What follows belongs to an exercise in optimizing a design on an open flow for small area; a production flow would make more cautious choices. Only simulation tests tie the RTL to the original design; equivalence was not proved. Power and IR drop assume default switching activity.

**run.sh**
```bash
#!/bin/bash
# synth_recipe.tcl (not shown) runs the flow's synth.tcl, then flattens the netlist and writes it again
# the make line also repeats each setting of config.mk as NAME=value (left out here)
make -C /OpenROAD-flow-scripts/flow DESIGN_CONFIG=/design/flow/config.mk WORK_HOME=/design/flow/orfs CLKGATE_MAP_FILE= SYNTH_SCRIPT=/design/flow/synth_recipe.tcl finish
```
**config.mk**
```make
export PLATFORM = sky130hd
export DESIGN_NAME = LaccpFineOffset
export DESIGN_NICKNAME = LaccpFineOffset
export VERILOG_FILES = /design/flow/design.v
export SDC_FILE = /design/flow/constraint.sdc
export NUM_CORES = 4
export LEC_CHECK = 0
export CAP_MARGIN = 20
export CORE_MARGIN = 2
export CORE_UTILIZATION = 40
export SLEW_MARGIN = 20
```
**constraint.sdc**
```tcl
create_clock -name core_clock -period 8.0 [get_ports {clk}]
set_input_delay 1.6000 -clock core_clock [delete_from_list [all_inputs] [get_ports {clk}]]
set_output_delay 1.6000 -clock core_clock [all_outputs]
set_load 0.01 [all_outputs]
```
**design.v**
```verilog
module udiv_laccp_q #(
    parameter integer DW = 16,
    parameter integer QI = 16,
    parameter integer QF = 8
)(
    input  wire                clk,
    input  wire                rst,         
    input  wire                start,       
    input  wire [DW-1:0]       dividend,    
    input  wire [DW-1:0]       divisor,     
    output reg                 busy,
    output reg                 valid,
    output reg                 div_by_zero,
    output reg  [QI-1:0]       q_int,
    output reg  [QF-1:0]       q_frac,
    output reg  [DW-1:0]       remainder
);
    localparam integer QW   = QI + QF;      
    localparam integer NUMW = DW + QF;      
    localparam integer REMW = DW + 1;       
    localparam integer CW = (QW > 1) ? $clog2(QW+1) : 1;
    reg [CW-1:0]     cnt;
    reg [NUMW-1:0]   num;      
    reg [REMW-1:0]   rem;      
    reg [QW-1:0]     quo;      
    reg [REMW-1:0]   rem_shift;
    reg [NUMW-1:0]   num_shift;
    reg [REMW-1:0]   d_wide;
    wire start_ok        = (!busy) && start;
    wire divisor_is_zero = (divisor == {DW{1'b0}});
    always @(posedge clk) begin
        if (rst) begin
            busy        <= 1'b0;
            valid       <= 1'b0;
            div_by_zero <= 1'b0;
            cnt         <= {CW{1'b0}};
            num         <= {NUMW{1'b0}};
            rem         <= {REMW{1'b0}};
            quo         <= {QW{1'b0}};
            q_int       <= {QI{1'b0}};
            q_frac      <= {QF{1'b0}};
            remainder   <= {DW{1'b0}};
        end else begin
            valid <= 1'b0;
            if (start_ok) begin
                busy        <= 1'b1;
                div_by_zero <= divisor_is_zero;
                num         <= {dividend, {QF{1'b0}}};  
                rem         <= {REMW{1'b0}};
                quo         <= {QW{1'b0}};
                cnt         <= QW[CW-1:0];
            end else if (busy) begin
                if (div_by_zero) begin
                    if (cnt != 0) begin
                        cnt <= cnt - 1'b1;
                    end else begin
                        busy      <= 1'b0;
                        valid     <= 1'b1;
                        q_int     <= {QI{1'b0}};
                        q_frac    <= {QF{1'b0}};
                        remainder <= {DW{1'b0}};
                    end
                end else begin
                    rem_shift = {rem[REMW-2:0], num[NUMW-1]};
                    num_shift = {num[NUMW-2:0], 1'b0};
                    d_wide    = {1'b0, divisor};
                    if (rem_shift >= d_wide) begin
                        rem <= rem_shift - d_wide;
                        quo <= {quo[QW-2:0], 1'b1};
                    end else begin
                        rem <= rem_shift;
                        quo <= {quo[QW-2:0], 1'b0};
                    end
                    num <= num_shift;
                    if (cnt != 0) begin
                        cnt <= cnt - 1'b1;
                    end else begin
                        busy    <= 1'b0;
                        valid   <= 1'b1;
                        q_int   <= quo[QW-1:QF];
                        q_frac  <= quo[QF-1:0];
                        remainder <= rem[DW-1:0];
                    end
                end
            end
        end
    end
endmodule
module udiv_q_laccp_axis #(
    parameter integer DW = 16,   
    parameter integer QI = 16,   
    parameter integer QF = 8     
)(
    input  wire                 clk,
    input  wire                 rst,
    input  wire                 s_axis_tvalid,
    output wire                 s_axis_tready,
    input  wire [DW-1:0]        s_axis_dividend,
    input  wire [DW-1:0]        s_axis_divisor,
    output wire                 m_axis_tvalid,
    input  wire                 m_axis_tready,    
    output wire                 m_axis_div_by_zero,
    output wire [QI-1:0]        m_axis_q_int,
    output wire [QF-1:0]        m_axis_q_frac,
    output wire [DW-1:0]        m_axis_remainder
);
    wire                core_busy, core_valid, core_dz;
    wire [QI-1:0]       core_qi;
    wire [QF-1:0]       core_qf;
    wire [DW-1:0]       core_rem;
    reg out_hold_valid;
    assign s_axis_tready = (!core_busy) && (!out_hold_valid);
    wire in_fire = s_axis_tvalid && s_axis_tready;
    reg  core_start;
    always @(posedge clk) begin
        if (rst) core_start <= 1'b0;
        else     core_start <= in_fire;  
    end
    udiv_laccp_q #(
        .DW(DW), .QI(QI), .QF(QF)
    ) core (
        .clk       (clk),
        .rst       (rst),
        .start     (core_start),
        .dividend  (s_axis_dividend),
        .divisor   (s_axis_divisor),
        .busy      (core_busy),
        .valid     (core_valid),
        .div_by_zero(core_dz),
        .q_int     (core_qi),
        .q_frac    (core_qf),
        .remainder (core_rem)
    );
    reg                 hold_dz;
    reg [QI-1:0]        hold_qi;
    reg [QF-1:0]        hold_qf;
    reg [DW-1:0]        hold_rem;
    assign m_axis_tvalid      = out_hold_valid;
    assign m_axis_div_by_zero = hold_dz;
    assign m_axis_q_int       = hold_qi;
    assign m_axis_q_frac      = hold_qf;
    assign m_axis_remainder   = hold_rem;
    wire out_fire = m_axis_tvalid && m_axis_tready;
    always @(posedge clk) begin
        if (rst) begin
            out_hold_valid <= 1'b0;
            hold_dz        <= 1'b0;
            hold_qi        <= {QI{1'b0}};
            hold_qf        <= {QF{1'b0}};
            hold_rem       <= {DW{1'b0}};
        end else begin
            if (out_fire)
                out_hold_valid <= 1'b0;
            if (core_valid) begin
                out_hold_valid <= 1'b1;
                hold_dz        <= core_dz;
                hold_qi        <= core_qi;
                hold_qf        <= core_qf;
                hold_rem       <= core_rem;
            end
        end
    end
endmodule
`timescale 1ns / 1ps
module CalcFineLantency_US(
        CLK,
        CNTVALUEOUTInit,
        CNTVALUEOUT_slaveInit,
        idelay_tap,
        serdes_latency,
        result,
        is_ultrascale    
    );
    localparam real revision_time = 1.024;      
    parameter kCNTVALUEbit = 9;
    parameter kDELAY_VALUE = 1000.0;      
    parameter kAlignDelay = 54;
    parameter kFreqFastClk = 500;
    parameter kBitPut = 4;       
    parameter kWidthTap = 5;
    parameter kWidthSerdesOffset = 4;
    parameter kFastClkFreq = 500;
    parameter kWidthLaccpFineOffset = 16;
    parameter kdiv_tap_shift = 8;        
    input CLK;
    input [kCNTVALUEbit-1:0] CNTVALUEOUTInit;
    input [kCNTVALUEbit-1:0] CNTVALUEOUT_slaveInit;
    input [kWidthTap-1:0] idelay_tap;
    input signed [kWidthSerdesOffset-1:0] serdes_latency;
    output signed [kWidthLaccpFineOffset-1:0] result;
    output is_ultrascale;      
    localparam DELAY_VALUE_width = 16; 
    wire [DELAY_VALUE_width-1:0] DELAY_VALUE_set;
    assign DELAY_VALUE_set = kDELAY_VALUE * revision_time;  
    localparam quotient_integer_width = 16;
    localparam quotient_fractional_width = 8;
    wire [quotient_integer_width+quotient_fractional_width-1:0] tap_master;
    wire [quotient_integer_width+quotient_fractional_width-1:0] tap_slave;  
    wire [quotient_integer_width+quotient_fractional_width-1:0]s_axis_dividend_tdata_master;
    wire [quotient_integer_width+quotient_fractional_width-1:0] s_axis_divisor_tdata_master;
    assign s_axis_dividend_tdata_master = DELAY_VALUE_set;
    assign s_axis_divisor_tdata_master = CNTVALUEOUTInit - kAlignDelay;
    udiv_q_laccp_axis #(
        .DW(DELAY_VALUE_width), .QI(quotient_integer_width), .QF(quotient_fractional_width)
    ) div_tap_master (
        .clk(CLK),
        .rst(1'b0),
        .s_axis_tvalid(1'b1),
        .s_axis_tready(),
        .s_axis_dividend(s_axis_dividend_tdata_master),
        .s_axis_divisor(s_axis_divisor_tdata_master),
        .m_axis_tvalid(),
        .m_axis_tready(1'b1),
        .m_axis_div_by_zero(),
        .m_axis_q_int(tap_master[quotient_integer_width+quotient_fractional_width-1:quotient_fractional_width]),
        .m_axis_q_frac(tap_master[quotient_fractional_width-1:0]),
        .m_axis_remainder()
    );   
    wire [quotient_integer_width+quotient_fractional_width-1:0] s_axis_dividend_tdata_slave;
    wire [quotient_integer_width+quotient_fractional_width-1:0] s_axis_divisor_tdata_slave;
    assign s_axis_dividend_tdata_slave = DELAY_VALUE_set;
    assign s_axis_divisor_tdata_slave = CNTVALUEOUT_slaveInit;
    udiv_q_laccp_axis #(
        .DW(DELAY_VALUE_width), .QI(quotient_integer_width), .QF(quotient_fractional_width)
    ) div_tap_slave (
        .clk(CLK),
        .rst(1'b0),
        .s_axis_tvalid(1'b1),
        .s_axis_tready(),
        .s_axis_dividend(s_axis_dividend_tdata_slave),
        .s_axis_divisor(s_axis_divisor_tdata_slave),
        .m_axis_tvalid(),
        .m_axis_tready(1'b1),
        .m_axis_div_by_zero(),
        .m_axis_q_int(tap_slave[quotient_integer_width+quotient_fractional_width-1:quotient_fractional_width]),
        .m_axis_q_frac(tap_slave[quotient_fractional_width-1:0]),
        .m_axis_remainder()
    );        
    wire [quotient_integer_width+quotient_fractional_width-1:0] tap_delay;
    assign tap_delay = tap_master + tap_slave;
    reg [quotient_integer_width+quotient_fractional_width-1:0] tap_delay_old;
    always@(posedge CLK)begin
        tap_delay_old <= (tap_delay << kBitPut);
    end     
    wire [kWidthLaccpFineOffset + kdiv_tap_shift-1:0] idelay_val_level1;
    wire [kWidthLaccpFineOffset + kdiv_tap_shift-1:0] idelay_val_level2;
    reg [kWidthLaccpFineOffset-1:0] idelay_val;
    assign idelay_val_level1 = (idelay_tap*tap_delay_old[quotient_integer_width-1:0]);
    assign idelay_val_level2 = idelay_val_level1 >> kdiv_tap_shift;   
    always@(posedge CLK)begin
        idelay_val <= idelay_val_level2;
    end
    wire [11:0] period;
    assign period = 1000 * 500 / kFastClkFreq * revision_time;         
    wire signed [kWidthLaccpFineOffset-1:0] serdes_val_level1;
    reg signed [kWidthLaccpFineOffset-1:0] serdes_val;
    assign serdes_val_level1 = serdes_latency * $signed({1'b0, period});
    always@(posedge CLK)begin
        serdes_val <= serdes_val_level1;
    end   
    assign result = idelay_val + serdes_val;
    assign is_ultrascale = (CNTVALUEOUTInit == 0) ? 1'b0 : 1'b1;
endmodule
`timescale 1ns / 1ps
module CalcCalibDelay(
        CLK,
        is_ultrascale_sec,
        is_ultrascale_pri,
        CalibDelay,
        calibdelay_rx,
        result
    );
    localparam TRUE  = 1'b1;
    localparam FALSE = 1'b0;    
    parameter enCalibDelay = TRUE;
    parameter kCalibDelayWidth = 12;
    parameter kWidthLaccpFineOffset = 16;
    parameter kFastClkFreq = 500;
    input CLK;
    input is_ultrascale_sec;
    input is_ultrascale_pri;    
    input signed [kCalibDelayWidth-1:0] CalibDelay;
    input signed [kCalibDelayWidth-1:0] calibdelay_rx;
    output signed [kWidthLaccpFineOffset-1:0] result;
    wire signed [kCalibDelayWidth:0] diff;   
    assign diff = CalibDelay - calibdelay_rx;
    wire signed [kWidthLaccpFineOffset-1:0] analog_result;
    assign analog_result = {{(kWidthLaccpFineOffset-(kCalibDelayWidth+1)){diff[kCalibDelayWidth]}}, diff};
    reg signed [kWidthLaccpFineOffset-1:0] analog_result_old;
    always@(posedge CLK)begin
        analog_result_old <= analog_result;
    end
    localparam integer period = (1000 * 500) / kFastClkFreq * 1.024;    
    parameter digital_bit = 4;
    parameter digital_delay_7S = 1;
    parameter digital_delay_US = 8;
    wire signed [kWidthLaccpFineOffset-1:0] sec_digital_delay;
    wire signed [kWidthLaccpFineOffset-1:0] prim_digital_delay;
    wire signed [kWidthLaccpFineOffset-1:0] digital_reslt;
    wire signed [15:0] sel_sec  = $signed(is_ultrascale_sec ? digital_delay_US : digital_delay_7S);
    wire signed [15:0] sel_prim = $signed(is_ultrascale_pri ? digital_delay_US : digital_delay_7S);
    wire signed [31:0] sec_tmp  = $signed(period) * sel_sec;
    wire signed [31:0] prim_tmp = $signed(period) * sel_prim;
    assign sec_digital_delay  = sec_tmp [kWidthLaccpFineOffset-1:0];
    assign prim_digital_delay = prim_tmp[kWidthLaccpFineOffset-1:0];
    assign digital_reslt = $signed(sec_digital_delay) - $signed(prim_digital_delay);                                
    reg signed [kWidthLaccpFineOffset-1:0] digital_reslt_old;         
    always@(posedge CLK)begin
        digital_reslt_old <= digital_reslt;
    end         
    wire signed [kWidthLaccpFineOffset-1:0] all_reslt_level1; 
    assign all_reslt_level1 = digital_reslt_old + analog_result_old;
    reg signed [kWidthLaccpFineOffset-1:0] all_result_level1old; 
    always@(posedge CLK)begin
        all_result_level1old <= all_reslt_level1;
    end    
    generate
    if (enCalibDelay == TRUE) begin : g_TRUE  
        assign result = all_result_level1old;
    end else begin : g_False
        assign result = 0;
    end
    endgenerate      
endmodule
`timescale 1ns / 1ps
module LaccpFineOffset (
    input  wire               clk,
    input  wire [8:0]         cntValueInitSec,
    input  wire [8:0]         cntValueSlaveInitSec,
    input  wire [4:0]         idelayTapSec,
    input  wire signed [3:0]  serdesLatencySec,
    input  wire [8:0]         cntValueInitPri,
    input  wire [8:0]         cntValueSlaveInitPri,
    input  wire [4:0]         idelayTapPri,
    input  wire signed [3:0]  serdesLatencyPri,
    input  wire signed [11:0] calibDelay,
    input  wire signed [11:0] calibDelayRx,
    output reg  signed [15:0] fineOffset
);
    localparam integer kFastClkFreq          = 500;
    localparam integer kWidthLaccpFineOffset = 16;
    localparam integer kCalibDelayWidth      = 12;
    wire signed [15:0] dT_sec_US;
    wire signed [15:0] dT_pri_US;
    wire               is_ultrascale_sec;
    wire               is_ultrascale_pri;
    wire signed [15:0] calibdelay_result;
    CalcFineLantency_US #(
        .kFastClkFreq(kFastClkFreq)
    ) u_CalcFineLantency_US_sec (
        .CLK                  (clk),
        .CNTVALUEOUTInit      (cntValueInitSec),
        .CNTVALUEOUT_slaveInit(cntValueSlaveInitSec),
        .idelay_tap           (idelayTapSec),
        .serdes_latency       (serdesLatencySec),
        .result               (dT_sec_US),
        .is_ultrascale        (is_ultrascale_sec)
    );
    CalcFineLantency_US #(
        .kFastClkFreq(kFastClkFreq)
    ) u_CalcFineLantency_US_pri (
        .CLK                  (clk),
        .CNTVALUEOUTInit      (cntValueInitPri),
        .CNTVALUEOUT_slaveInit(cntValueSlaveInitPri),
        .idelay_tap           (idelayTapPri),
        .serdes_latency       (serdesLatencyPri),
        .result               (dT_pri_US),
        .is_ultrascale        (is_ultrascale_pri)
    );
    CalcCalibDelay #(
        .enCalibDelay         (1'b1),
        .kCalibDelayWidth     (kCalibDelayWidth),
        .kWidthLaccpFineOffset(kWidthLaccpFineOffset),
        .kFastClkFreq         (kFastClkFreq)
    ) u_CalcCalibDelay (
        .CLK              (clk),
        .is_ultrascale_sec(is_ultrascale_sec),
        .is_ultrascale_pri(is_ultrascale_pri),
        .CalibDelay       (calibDelay),
        .calibdelay_rx    (calibDelayRx),
        .result           (calibdelay_result)
    );
    localparam signed [9:0]  kTapDelay = 10'sd80;
    localparam signed [11:0] kPeriod   = 12'sd1024;
    wire signed [15:0] dT_sec_7S = $signed({1'b0, idelayTapSec}) * kTapDelay
                                 + serdesLatencySec * kPeriod;
    wire signed [15:0] dT_pri_7S = $signed({1'b0, idelayTapPri}) * kTapDelay
                                 + serdesLatencyPri * kPeriod;
    wire signed [15:0] dT_sec = is_ultrascale_sec ? dT_sec_US : dT_sec_7S;
    wire signed [15:0] dT_pri = is_ultrascale_pri ? dT_pri_US : dT_pri_7S;
    wire signed [15:0] result = dT_sec - dT_pri + calibdelay_result;
    always @(posedge clk) begin
        fineOffset <= {result[15], result[15:1]};
    end
endmodule
```
==> results.sh <==
export IMPL_status="complete, no violations"
export IMPL_synth_simple_area_share_pct=17.6
export IMPL_min_period_ps=6070
export IMPL_cts_root_buffer_cell="sky130_fd_sc_hd__clkbuf_16"
export IMPL_synth_xor_area_share_pct=5.19
export IMPL_syn_instance_count=2353
export IMPL_power_ir_vdd_worst_v=0.000116
export IMPL_synth_mux_area_fraction_pct=1.29
export IMPL_post_route_period_util_pct=75.9
export IMPL_ant_nets=0
export IMPL_clock_tree_htree_level_count=2
export IMPL_netlist_area_leader_share_pct=25.4
export IMPL_p_switching_mw=1.14
export IMPL_synthDominantAreaCellType="sky130_fd_sc_hd__dfxtp_1"
export IMPL_synth_area_leaders="sky130_fd_sc_hd__dfxtp_1, sky130_fd_sc_hd__edfxtp_1, sky130_fd_sc_hd__ha_1"
export IMPL_synth_compound_area_share_pct=13.6
export IMPL_fraction_of_registers_with_async_set_reset_pct=0
export IMPL_dominantRegCellSynth="sky130_fd_sc_hd__dfxtp_1"
export IMPL_layout_cells_most_common_list="sky130_fd_sc_hd__nand2_1, sky130_fd_sc_hd__dfxtp_1, sky130_fd_sc_hd__inv_1"
export IMPL_drt_pre_antenna_iters=5
export IMPL_start_util_pct=40.5
export IMPL_number_of_synthesized_flops_with_an_enable_pin=100
export IMPL_synth_fa_ha_area_share_pct=18.3
export IMPL_antenna_cells_inserted=0
export IMPL_hold_viol=0
export IMPL_path_clk_slew_ps=60
export IMPL_seq_area_frac_synth_pct=39.2
export IMPL_dominant_combinational_cell_family_by_area_after_synthesis="adder cells"
export IMPL_detail_route_vias_per_cell=5.10
export IMPL_power_share_clock_pct=41.5
export IMPL_drive_above_1_share_pct=4.15
export IMPL_maximum_number_of_pins_on_one_net_before_global_route_repair=47
export IMPL_synth_seq_cells=377
export IMPL_pwr_share_seq_pct=44.3
export IMPL_coreArea_sq_mm=0.0538
export IMPL_power_static_leakage_nw=10.5
export IMPL_worstSetupEndpointType="flip-flop"
export IMPL_timing_hold_worst_class="reg -> reg"
export IMPL_hold_path_depth=0
export IMPL_timing_setup_critical_path_class="in -> reg"
export IMPL_globalplace_congestion=0.881
export IMPL_routed_wire_length_per_instance_um=14.0
export IMPL_overflow=0
export IMPL_relSlewSlack_pct=29.9
export IMPL_hpwlAfterDp_mm=32.9
export IMPL_initial_antenna_violation_count=0
export IMPL_syn_cell_area_sq_mm=0.0218
export IMPL_swShare_pct=24.7
export IMPL_syn2layout_area_growth_pct=13.5
export IMPL_clkSinkCount=377
export IMPL_p_int_mw=3.47
export IMPL_dp_cells=3077
export IMPL_post_route_drc_count=0
export IMPL_cts_setup_buffers=0
export IMPL_cts_resized_gates=0
export IMPL_tightestPinTransition_ps=1050
export IMPL_critPathArrivalTime_ps=6570
export IMPL_fin_worst_skew_ps=20.6
export IMPL_post_synth_cell_area_avg_sq_um=9.26
export IMPL_grtUsageTotal_pct=15.9
export IMPL_num_nets_final=2770
export IMPL_timing_critical_path_from_type="primary input"
export IMPL_timing_fmax_mhz=165
export IMPL_first_global_vias=15900
export IMPL_worstRegToRegCells=14
export IMPL_dr_first_iter_drc_count=835
export IMPL_report_final_slew_viol_count=0
export IMPL_setup_total_negative_slack_ps=0
export IMPL_worst_skew_pair_late_latency_ps=550
export IMPL_io_pins=95
export IMPL_numCtsBuffers=42
export IMPL_cap_violations=0
export IMPL_std_cell_rows=85
export IMPL_total_power_mw=4.61
export IMPL_postRouteWirelength_mm=44.2
export IMPL_grt_setup_unrepaired="false"
export IMPL_ctsHoldBuffers=0
export IMPL_power_density_mw_per_mm2=186
export IMPL_synthesized_net_count=2698
export IMPL_cts_path_max_buffers=3
export IMPL_post_layout_nonfiller_instances=3152
export IMPL_final_common_cell="sky130_fd_sc_hd__nand2_1"
export IMPL_yosys_warnings=12
export IMPL_grt_pass1_wl_mm=75.0
export IMPL_buffer_ports_inserted=94
export IMPL_vias=16100
export IMPL_worstPathRequired_ps=8500
export IMPL_timing_critical_path_fanout_max=15
export IMPL_setup_viol_count_final=0
export IMPL_pwr_share_comb_pct=14.2
export IMPL_dieWidth_um=237
export IMPL_tritoncts="done"
export IMPL_design_die_area_sq_mm=0.0564
export IMPL_dieHeight_um=237
export IMPL_post_synth_num_cell_types=75
## kinds of logic after synthesis
group	Yosys count
and+or+nand+nor	802
AOI/OAI and AO/OA	478
DFF	377
buffers and inverters	273
adders and majority gates	266
xor gates and xnor gates	129
muxes	28
## flip-flops by register name, indices dropped and copies added, names as in the netlist, 12 cells and up
signal                                             count
u_CalcCalibDelay.all_result_level1old                 16
u_CalcFineLantency_US_pri.div_tap_master.core.rem     16
u_CalcFineLantency_US_pri.div_tap_slave.core.rem      16
u_CalcFineLantency_US_sec.div_tap_master.core.rem     16
u_CalcFineLantency_US_sec.div_tap_slave.core.rem      16
fineOffset                                            15
u_CalcCalibDelay.analog_result_old                    13
u_CalcFineLantency_US_pri.idelay_val                  13
u_CalcFineLantency_US_sec.idelay_val                  13
u_CalcFineLantency_US_pri.div_tap_master.core.quo     12
u_CalcFineLantency_US_pri.div_tap_slave.core.quo      12
u_CalcFineLantency_US_pri.tap_delay_old               12
u_CalcFineLantency_US_sec.div_tap_master.core.quo     12
u_CalcFineLantency_US_sec.div_tap_slave.core.quo      12
u_CalcFineLantency_US_sec.tap_delay_old               12
## cell type report
cell class / instances / area (sq um)
inverter: 200 / 751
fill: 5110 / 29100
clock buffer: 52 / 1130
timing repair buffer: 101 / 993
clock inverter: 23 / 236
tap: 696 / 871
multi-input combinational: 1703 / 12200
sequential: 377 / 8550
## cell usage after synthesis, types with 28 or more instances
master and count:
sky130_fd_sc_hd__nand2_1 317, sky130_fd_sc_hd__dfxtp_1 277, sky130_fd_sc_hd__inv_1 200, sky130_fd_sc_hd__ha_1 179
sky130_fd_sc_hd__a21oi_1 177, sky130_fd_sc_hd__nor2_1 155, sky130_fd_sc_hd__o21ai_0 101, sky130_fd_sc_hd__edfxtp_1 100
sky130_fd_sc_hd__fa_1 87, sky130_fd_sc_hd__xnor2_1 82, sky130_fd_sc_hd__nor2b_1 78, sky130_fd_sc_hd__and2_1 61
sky130_fd_sc_hd__clkbuf_1 60, sky130_fd_sc_hd__xor2_1 47, sky130_fd_sc_hd__nand3_1 38, sky130_fd_sc_hd__nor3_1 34
sky130_fd_sc_hd__a21o_1 31, sky130_fd_sc_hd__a211oi_1 30, sky130_fd_sc_hd__mux2i_1 28
## metrics by stage
| stage | utilization (%) | setup slack (ps) | hold WS, ps | area, sq um |
|---|---|---|---|---|
| after global routing | 46.0 | 1640 | 332 | 24700 |
| after CTS | 46.0 | 1940 | 329 | 24700 |
| after floorplan | - | 2340 | 310 | 21800 |
| final | 46.0 | 1930 | 326 | 24700 |
| after global placement | 43.4 | 1460 | 315 | 23400 |
| after detailed placement | 43.4 | 1360 | 313 | 23400 |
## path summary, 6_finish.rpt
| kind | from | endpoint | slack, ps |
|---|---|---|---|
| hold / removal | u_CalcCalibDelay.analog_result_old[5] | u_CalcCalibDelay.all_result_level1old[5] | 330 |
| hold reg to reg | u_CalcCalibDelay.analog_result_old[5] | u_CalcCalibDelay.all_result_level1old[5] | 330 |
| setup reg to reg | u_CalcFineLantency_US_sec.tap_delay_old[7] | u_CalcFineLantency_US_sec.idelay_val[12] | 3470 |
| setup / recovery | idelayTapSec[4] | u_CalcFineLantency_US_sec.idelay_val[12] | 1930 |
## per-layer routing
metal	up-vias	GRT usage, %	wire [um]	share of wire [%]
met3	61	2.78	1670	3.8
met5	-	0	0	0
met4	0	4.14	836	1.9
met1	7570	20.0	20300	46
met2	255	28.0	21300	48
li1	8193	-	-	-
## power by group through the flow
stage	combinational, mW	clock [mW]	sequential, mW
6_report	0.656	1.91	2.04
5_1_grt	0.731	2.05	2.05
4_1_cts	0.656	1.97	2.04
3_5_place_dp	0.651	0	2.08
3_3_place_gp	0.641	0	2.08
2_1_floorplan	0.407	0	2.10
## critical path, cell delays in order
cell	delay, ps
sky130_fd_sc_hd__clkdlybuf4s50_1	730
sky130_fd_sc_hd__and2_1	310
sky130_fd_sc_hd__fa_1	510
sky130_fd_sc_hd__fa_1	540
sky130_fd_sc_hd__inv_1	50
sky130_fd_sc_hd__fa_1	520
sky130_fd_sc_hd__inv_1	40
sky130_fd_sc_hd__ha_1	320
sky130_fd_sc_hd__or3_1	360
sky130_fd_sc_hd__a21oi_1	150
sky130_fd_sc_hd__a31oi_1	90
sky130_fd_sc_hd__a2111oi_2	480
sky130_fd_sc_hd__o21ai_0	270
sky130_fd_sc_hd__or4b_1	510
sky130_fd_sc_hd__nand3_1	70

==> separate check: timing with driven ports <==
In the flow no input, the clock included, has a driving cell. The finished layout below was timed again as built, in two steps. Step 1 assumes that a clkbuf_16 drives the clock port and a buf_2 every other input. Step 2 adds t to the input delays and takes it off the output delays; t is the mean of the earliest and latest rising clock arrival at the registers after step 1. Input paths then give back, and output paths get back, about the clock's delay inside the block. a / b / c = no drivers / after step 1 / after step 2; a / b = the first two.
shift t [ns]: 0.597
slack for setup (ns): 1.927 / 1.936 / 1.340
worst hold slack (ns): 0.326 / 0.326 / 0.326
After both steps this run still meets setup and hold. For this run, drivers alone change the setup slack by +0.009 ns; drivers and shift together by -0.587 ns.
